From an optimization exercise on the open Yosys and OpenROAD flow, aimed at small area, a short achievable clock period and few clock cycles per item; shortcuts taken in it are not production practice.

==> flow/design.v <==
`timescale 1ns / 1ps
module udp_parser_top(
    input clock,
    input reset,
    input out_tready,
    output in_tready,
    input [255:0] in_tdata,
    input in_tvalid,
    input in_tlast,
    output reg out_tvalid,
    output [255:0] out_tdata
    );
    function [31:0] pick;
        input [31:0] a, b;
        input use_b_ok, is_min;
        begin
            pick = (use_b_ok & ((b > a) ^ is_min)) ? b : a;
        end
    endfunction
    localparam HDR = 2'd0, OPC = 2'd1, DAT = 2'd2;
    reg [1:0] state;
    reg       rdy;
    assign in_tready = rdy;
    wire fire = in_tvalid & rdy;
    reg [255:0] d1;
    reg v1, f1, l1;
    reg op0, op1, op2;               
    wire ok4 = ~((state == DAT) & in_tlast);
    wire ok5 = (state == DAT) & ~in_tlast;
    always @(posedge clock) begin
        op0 <= (in_tdata[175:160] == 16'd0);
        op1 <= (in_tdata[175:160] == 16'd1);
        op2 <= (in_tdata[175:160] == 16'd2);
        d1 <= {in_tdata[255:160] & {96{ok5}}, in_tdata[159:128] & {32{ok4}}, in_tdata[127:0]};
        if (reset) begin
            state <= HDR;
            v1 <= 0; f1 <= 0; l1 <= 0;
        end else begin
            v1 <= fire & (state != HDR);
            f1 <= fire & (state == OPC);
            l1 <= fire & (state == DAT) & in_tlast;
            if (fire) begin
                case (state)
                    HDR: state <= OPC;
                    OPC: state <= DAT;
                    default: if (in_tlast) state <= HDR;
                endcase
            end
        end
    end
    reg m_sum, m_max, m_min;         
    wire s_sum = f1 ? op0 : m_sum;
    wire s_min = f1 ? op2 : m_min;
    always @(posedge clock)
        if (f1) begin
            m_sum <= op0;
            m_max <= op1;
            m_min <= op2;
        end
    wire mid = ~f1 & ~l1;
    wire [31:0] x0 = d1[0 +: 32], x1 = d1[32 +: 32], x2 = d1[64 +: 32], x3 = d1[96 +: 32];
    wire [31:0] x4 = d1[128 +: 32], x5 = d1[160 +: 32], x6 = d1[192 +: 32], x7 = d1[224 +: 32];
    wire [31:0] p0 = pick(x0, x4, ~l1, s_min);
    wire [31:0] p1 = pick(x1, x5, mid, s_min);
    wire [31:0] p2 = pick(x2, x6, mid, s_min);
    wire [31:0] p3 = pick(x3, x7, mid, s_min);
    reg [31:0] q0, q1;
    reg v2, f2, l2;
    always @(posedge clock) begin
        q0 <= pick(p0, p2, 1'b1, s_min);
        q1 <= s_sum ? ((x0 + x1) + (x2 + x3)) + ((x4 + x5) + (x6 + x7))
                    : pick(p1, p3, 1'b1, s_min);
        if (reset) begin
            v2 <= 0; f2 <= 0; l2 <= 0;
        end else begin
            v2 <= v1; f2 <= f1; l2 <= v1 & l1;
        end
    end
    wire [31:0] bm = pick(q0, q1, 1'b1, m_min);
    reg  [31:0] acc;
    reg         done;                
    wire [31:0] acc_sum = (f2 ? 32'd0 : acc) + q1;
    wire [31:0] acc_mm  = f2 ? bm : pick(acc, bm, 1'b1, m_min);
    wire [31:0] acc_nxt = m_sum ? acc_sum : (m_max | m_min) ? acc_mm : 32'd0;
    always @(posedge clock)
        if (v2) acc <= acc_nxt;
    reg  [31:0] obuf;
    reg         owed1, owed2;
    wire slot = ~out_tvalid | out_tready;
    wire take = out_tvalid & out_tready;
    wire last_in = fire & (state == DAT) & in_tlast;
    wire owed2_nxt = ~take & (owed2 | (owed1 & last_in));
    wire owed1_nxt = last_in | (take ? owed2 : owed1);
    assign out_tdata = {224'd0, obuf};
    always @(posedge clock) begin
        if (slot) obuf <= l2 ? acc_nxt : acc;
        if (reset) begin
            done <= 0;
            out_tvalid <= 0;
            owed1 <= 0;
            owed2 <= 0;
            rdy <= 1;
        end else begin
            done <= ~slot & (l2 | done);
            if (slot) out_tvalid <= l2 | done;
            owed1 <= owed1_nxt;
            owed2 <= owed2_nxt;
            rdy <= ~owed2_nxt;
        end
    end
endmodule
export LEC_CHECK = 0
export CAP_MARGIN = 40
export CORE_MARGIN = 2
export CORE_UTILIZATION = 40
export CTS_CLUSTER_DIAMETER = 100
export CTS_CLUSTER_SIZE = 24
export SLEW_MARGIN = 40
create_clock -name core_clock -period 28.0 [get_ports {clock}]
standard.sh (not shown) runs the stock make flow with config.mk's settings and CLKGATE_MAP_FILE= SYNTH_SCRIPT=/design/flow/synth_recipe.tcl, a recipe that flattens the netlist after the stock synthesis.
==> flow/flow/run.sh <==
#!/bin/bash
# The standard layout (standard.sh) with two changes:
#  - plain buffers (buf_2) on the ports in place of the delay-cell buffers
#    that port buffering picks itself;
#  - after global placement, constant output ports share tie cells
#    (merge_ties.tcl) instead of having one each.
# Each step's output goes to a log of its own here; ORFS keeps its step logs
# under orfs/logs/.
set -euo pipefail
export BUFFER_PORTS_ARGS="-buffer_cell sky130_fd_sc_hd__buf_2"
bash standard.sh 3_3_place_gp > standard_to_gp.log 2>&1
ODB_IN=$(ls -d "$PWD"/orfs/results/*/udp_parser_top/base)/3_3_place_gp.odb TIE_GROUP=12 \
  openroad -no_init -exit flow/merge_ties.tcl > merge_ties.log 2>&1
bash standard.sh > standard.log 2>&1
Other scripts of this flow, unchanged in this note and not shown: flow/flow/merge_ties.tcl
==> next run, changes <==
--- a/flow/design.v
+++ b/flow/design.v
@@ -49,7 +49,6 @@
         end
     end
     reg m_sum, m_max, m_min;         
-    wire s_sum = f1 ? op0 : m_sum;
     wire s_min = f1 ? op2 : m_min;
     always @(posedge clock)
         if (f1) begin
@@ -64,12 +63,12 @@
     wire [31:0] p1 = pick(x1, x5, mid, s_min);
     wire [31:0] p2 = pick(x2, x6, mid, s_min);
     wire [31:0] p3 = pick(x3, x7, mid, s_min);
-    reg [31:0] q0, q1;
+    reg [31:0] q0, q1, bsum;
     reg v2, f2, l2;
     always @(posedge clock) begin
         q0 <= pick(p0, p2, 1'b1, s_min);
-        q1 <= s_sum ? ((x0 + x1) + (x2 + x3)) + ((x4 + x5) + (x6 + x7))
-                    : pick(p1, p3, 1'b1, s_min);
+        q1 <= pick(p1, p3, 1'b1, s_min);
+        bsum <= ((x0 + x1) + (x2 + x3)) + ((x4 + x5) + (x6 + x7));
         if (reset) begin
             v2 <= 0; f2 <= 0; l2 <= 0;
         end else begin
@@ -79,7 +78,7 @@
     wire [31:0] bm = pick(q0, q1, 1'b1, m_min);
     reg  [31:0] acc;
     reg         done;                
-    wire [31:0] acc_sum = (f2 ? 32'd0 : acc) + q1;
+    wire [31:0] acc_sum = (f2 ? 32'd0 : acc) + bsum;
     wire [31:0] acc_mm  = f2 ? bm : pick(acc, bm, 1'b1, m_min);
     wire [31:0] acc_nxt = m_sum ? acc_sum : (m_max | m_min) ? acc_mm : 32'd0;
     always @(posedge clock)
The changed run passed the timing, design-rule and antenna checks.
Setup slack gets worse by 0.38 ns.
Die area rises by about 2.4%.
Synthesized area rises by 2.4%.
Count of clock-buffer cells in the layout rises by 3.
Sequential share of layout area rises by 1.4 points.
Global-route usage falls by 0.91 points.
No functional check of the RTL was part of any run of this note.

static timing again, ports no longer ideal:
The results above use ideal ports. As a check the final layouts listed here were re-extracted and re-timed, cells and wires unchanged.
Step 1: set_driving_cell puts a clkbuf_16 on clock and a buf_2 on each other input, an assumption about the parent block.
Step 2 moves the port delays by t, midway between the first and last clock arrival at a register: inputs arrive t later, outputs are due t later. That takes back most of the time a late clock gives input paths.
Slacks: ideal ports / drivers / drivers and shift; pairs: ideal ports / drivers.
run	shift t [ns]	setup WS [ns]	hold slack, ns	worst register clock-pin slew, ns
the first run	0.653	21.101 / 21.101 / 20.677	0.456 / 0.456 / 0.456	0.10 / 0.10
the second run	0.669	20.719 / 20.719 / 20.719	0.442 / 0.442 / 0.442	0.10 / 0.10
After both steps every run listed still meets setup and hold. For the first run, which loses most, drivers alone change the setup slack by 0.000 ns; drivers and shift together by -0.424 ns.
